What follows belongs to an exercise in optimizing a design on an open flow for small area; a production flow would make more cautious choices.
Where RTL was checked, it was by simulation tests only, not by an equivalence proof against the original.
The flow treats the clock pin as an ideal source. Dropping or thinning the clock tree relies on that and would not hold on a real chip.
Power is estimated from default activity; no workload was simulated.

== before ==
==> module top, before the edit <==
module top (
  input  wire clk,
  input  wire rst,
  input  wire I1, I2, I3, I4, I5,
  output reg  led,
  output wire O1, O2,
  output reg  O3,
  output wire O4,
  output reg  O5
);
  reg le0n, le1;
  always @(posedge clk) begin
    le0n <= rst | ~I5;  le1 <= ~rst & ~le0n;
  end
  reg  st_q;
  wire st_m = ~I1 ^ st_q;
  reg  [8:0] st_c;
  wire st_c_t = ((st_c ^ 9'h1fd) & 9'h1fd) == 9'h0;
  always @(posedge clk)
    if (rst | ~st_m | st_c_t) st_c <= 9'h1f0;
    else st_c <= {~st_c[7:0], ~(st_c[8] ^ st_c[3])};
  wire st_f = st_m & st_c_t;
  wire st_r = st_f & ~st_q;    
  always @(posedge clk) st_q <= ~rst & (st_q ^ st_f);
  reg  sp_q;
  wire sp_m = ~I2 ^ sp_q;
  reg  [8:0] sp_c;
  wire sp_c_t = ((sp_c ^ 9'h1fd) & 9'h1fd) == 9'h0;
  always @(posedge clk)
    if (rst | ~sp_m | sp_c_t) sp_c <= 9'h1f0;
    else sp_c <= {~sp_c[7:0], ~(sp_c[8] ^ sp_c[3])};
  wire sp_f = sp_m & sp_c_t;
  wire sp_r = sp_f & ~sp_q;    
  always @(posedge clk) sp_q <= ~rst & (sp_q ^ sp_f);
  reg  rs_q;
  wire rs_m = ~I3 ^ rs_q;
  reg  [8:0] rs_c;
  wire rs_c_t = ((rs_c ^ 9'h1fd) & 9'h1fd) == 9'h0;
  always @(posedge clk)
    if (rst | ~rs_m | rs_c_t) rs_c <= 9'h1f0;
    else rs_c <= {~rs_c[7:0], ~(rs_c[8] ^ rs_c[3])};
  wire rs_f = rs_m & rs_c_t;
  wire rs_r = rs_f & ~rs_q;    
  always @(posedge clk) rs_q <= ~rst & (rs_q ^ rs_f);
  reg  [21:0] tm;
  wire [21:0] tx = tm ^ 22'h2aaaaa;    
  wire tz0 = ~|(tx & 22'h572ab);
  wire tz  = tz0 & ~|(tx & 22'ha8d54);
  wire tmc = tz0 & (((tx ^ 22'h2a8d54) & 22'h3a8954) == 22'h0);
  wire T   = tmc & (tx[10] == I4);    
  wire tclr = rst | ~s2a | T;
  always @(posedge clk)
    if (tclr) tm <= 22'h2046d7;
    else tm <= {~tm[20:0], ~(tm[21] ^ (tm[20] | tz))};
  reg s3a, s3w, s2a, s2w, s1a, s1w, s0a, s0w;
  wire hold = ~rs_r & ~sp_r;
  always @(posedge clk) begin
    s3a <= ~rst & ~rs_r & (s3a ? ~sp_r : st_r);
    s3w <= ~rst & s3a & hold & (s3w ^ T);
    s2a <= ~rst & s3a;
    s2w <= ~rst & s3w;
    s1a <= ~rst & s2a;
    s1w <= ~rst & s2w;
    s0a <= ~rst & s1a;
    s0w <= ~rst & s1w;
  end
  assign O1 = s0a & ~s0w;
  assign O2 = s0w;
  assign O4 = s0a;
  reg  [15:0] d3;
  wire d3_t = ((d3 ^ 16'hfb75) & 16'hff75) == 16'h0;
  always @(posedge clk)
    if (rst | ~O4 | d3_t) d3 <= 16'h68e8;
    else d3 <= {~d3[14:0], ~(d3[15] ^ d3[8])};
  always @(posedge clk) O3 <= ~rst & O4 & (O3 ^ d3_t);
  reg  [14:0] d5;
  wire d5_t = ((d5 ^ 15'h55ff) & 15'h55ff) == 15'h0;
  always @(posedge clk)
    if (rst | d5_t) d5 <= 15'h362f;
    else d5 <= {~d5[13:0], d5[14] ^ d5[0]};
  always @(posedge clk) O5 <= ~rst & (O5 ^ d5_t);
  reg  [15:0] dl;
  wire dl_t = ((dl ^ 16'hfb75) & 16'hff75) == 16'h0;
  always @(posedge clk)
    if (rst | ~le1 | dl_t) dl <= 16'h68e8;
    else dl <= {~dl[14:0], ~(dl[15] ^ dl[8])};
  always @(posedge clk) led <= ~rst & le1 & (led ^ dl_t);
endmodule
==> flow/config.mk <==
export PLATFORM = sky130hd
export DESIGN_NAME = top
export DESIGN_NICKNAME = top
export VERILOG_FILES = /design/flow/design.v
export SDC_FILE = /design/flow/constraint.sdc
export NUM_CORES = 4
export LEC_CHECK = 0
export CAP_MARGIN = 20
export CORE_MARGIN = 2
export CORE_UTILIZATION = 70
export SLEW_MARGIN = 20
==> flow/constraint.sdc <==
create_clock -name core_clock -period 10.0 [get_ports {clk}]
set_input_delay 2.0000 -clock core_clock [delete_from_list [all_inputs] [get_ports {clk}]]
set_output_delay 2.0000 -clock core_clock [all_outputs]
set_load 0.01 [all_outputs]
standard.sh (not shown) runs the stock make flow with config.mk's settings and CLKGATE_MAP_FILE= SYNTH_SCRIPT=/design/flow/synth_recipe.tcl, a recipe that flattens the netlist after the stock synthesis.
==> flow/flow/run.sh <==
#!/bin/bash
# The standard layout (standard.sh) with these changes:
#  - synthesis: synth_recipe.tcl unchanged, except that its one ABC mapping of
#    the combinational logic runs flow/area.abc (area-oriented mapping, no
#    buffering or upsizing) instead of ORFS's abc_speed.script; registers are
#    mapped exactly as in the standard synthesis;
#  - ports are buffered with buf_1;
#  - the clock tree is built by flow/cts.tcl (one root buffer, one leaf
#    buffer per group of flip-flops) in place of TritonCTS.
# Each tool's output goes to a log file in this folder (and ORFS's own logs
# under orfs/logs).
set -euo pipefail
W=$PWD
export AREA_ABC_SCRIPT=$W/flow/area.abc
{
  cat <<'TCL'
proc abc {args} {
  set i [lsearch -exact $args -script]
  if {$i >= 0} { lset args [expr {$i + 1}] $::env(AREA_ABC_SCRIPT) }
  puts "area abc: $args"
  yosys abc {*}$args
}
TCL
  cat synth_recipe.tcl
} > synth_recipe_area.tcl
sed 's#/synth_recipe\.tcl #/synth_recipe_area.tcl #' standard.sh > standard_area.sh
grep -q synth_recipe_area.tcl standard_area.sh
export BUFFER_PORTS_ARGS="-buffer_cell sky130_fd_sc_hd__buf_1"
bash standard_area.sh place > standard_place.log 2>&1
R=$W/orfs/results/$FLOW_PLATFORM/top/base
RESULTS_DIR=$R PLATFORM_DIR=$FLOW_HOME/platforms/$FLOW_PLATFORM CLK_PORT=clk \
  CLK_GX=5 CLK_GY=2 CLK_ROOT=sky130_fd_sc_hd__clkbuf_2 CLK_LEAF=sky130_fd_sc_hd__clkbuf_4 \
  openroad -no_init -exit $W/flow/cts.tcl > cts.log 2>&1
cp $R/4_1_cts.odb $R/4_cts.odb
bash standard_area.sh finish > standard_finish.log 2>&1
Other scripts of this flow, unchanged in this note and not shown: flow/flow/area.abc, flow/flow/cts.tcl
Setup changes, before to after
-- flow/design.v --
<<< before, line 51
  wire tmc = tz0 & (((tx ^ 22'h2a8d54) & 22'h3a8954) == 22'h0);
  wire T   = tmc & (tx[10] == I4);    
  wire tclr = rst | ~s2a | T;
  always @(posedge clk)
    if (tclr) tm <= 22'h2046d7;
    else tm <= {~tm[20:0], ~(tm[21] ^ (tm[20] | tz))};
  reg s3a, s3w, s2a, s2w, s1a, s1w, s0a, s0w;
  wire hold = ~rs_r & ~sp_r;
  always @(posedge clk) begin
    s3a <= ~rst & ~rs_r & (s3a ? ~sp_r : st_r);
    s3w <= ~rst & s3a & hold & (s3w ^ T);
    s2a <= ~rst & s3a;
    s2w <= ~rst & s3w;
    s1a <= ~rst & s2a;
    s1w <= ~rst & s2w;
    s0a <= ~rst & s1a;
    s0w <= ~rst & s1w;
  end
  assign O1 = s0a & ~s0w;
  assign O2 = s0w;
  assign O4 = s0a;
  reg  [15:0] d3;
  wire d3_t = ((d3 ^ 16'hfb75) & 16'hff75) == 16'h0;
>>> after, line 51
  wire tmc = tz0 & (((tx ^ 22'h2a8d54) & 22'h3a8954) == 22'h0);
  wire T   = tmc & (tx[10] == I4);    
  wire tclr = rst | ~(s2m1 | s2m2) | T;
  always @(posedge clk)
    if (tclr) tm <= 22'h2046d7;
    else tm <= {~tm[20:0], ~(tm[21] ^ (tm[20] | tz))};
  reg s3m1n, s3m2n, s2m1, s2m2, s1m1n, s1m2n, s0m1, s0m2;
  wire s3m1 = ~s3m1n, s3m2 = ~s3m2n;
  wire hold = ~rs_r & ~sp_r;
  always @(posedge clk) begin
    s3m1n <= rst | ~((~s3m1 & ~s3m2 & st_r & ~rs_r) | (s3m1 & hold & ~T) | (s3m2 & hold & T));
    s3m2n <= rst | ~((s3m1 & hold & T) | (s3m2 & hold & ~T));
    s2m1  <= ~rst & ~s3m1n;
    s2m2  <= ~rst & ~s3m2n;
    s1m1n <= rst | ~s2m1;
    s1m2n <= rst | ~s2m2;
    s0m1  <= ~rst & ~s1m1n;
    s0m2  <= ~rst & ~s1m2n;
  end
  assign O1 = s0m1;
  assign O2 = s0m2;
  assign O4 = s0m1 | s0m2;
  reg  [15:0] d3;
  wire d3_t = ((d3 ^ 16'hfb75) & 16'hff75) == 16'h0;
--- outcome ---
No stage failed in after, and the final checks on the layout all came back clean. Of after and before, it is after that has the higher routing usage on met3. after and before ended up with roughly the same power consumed by the clock network. Compared after against before; clock skew within noise. On clock network fraction of total power, after and before are basically level. Side by side, data arrival time at the worst-slack endpoint turned out higher in after than in before.
The RTL of before was laid out without a check of its function. In every run of this note, the design's own scripts or RTL, not TritonCTS, make the clock network.

## separate check: timing with driven ports
Ports are ideal in the flow. The routed layouts listed here were re-timed in OpenROAD.
Step 1: set_driving_cell puts a clkbuf_16 on clk and a buf_2 on each other input, an assumption about the parent block.
Step 2 also shifts input and output timing later by t, the mid clock arrival at the registers, as if the neighbouring blocks saw the same clock.
a / b / c = ideal / step 1 / step 2; a / b = the first two.
run | t, ns | setup slack, ns | worst setup path at the end | worst register clock-pin slew, ns | cell pins on the clock port's net
before | 0.519 | 6.870 / 6.844 / 6.715 | input to register | 0.11 / 0.11 | 1
after | 0.530 | 6.814 / 6.789 / 6.571 | input to register | 0.11 / 0.11 | 1
After both steps every run listed still meets setup and hold. For after, which loses most, drivers alone change the setup slack by -0.025 ns; drivers and shift together by -0.243 ns.
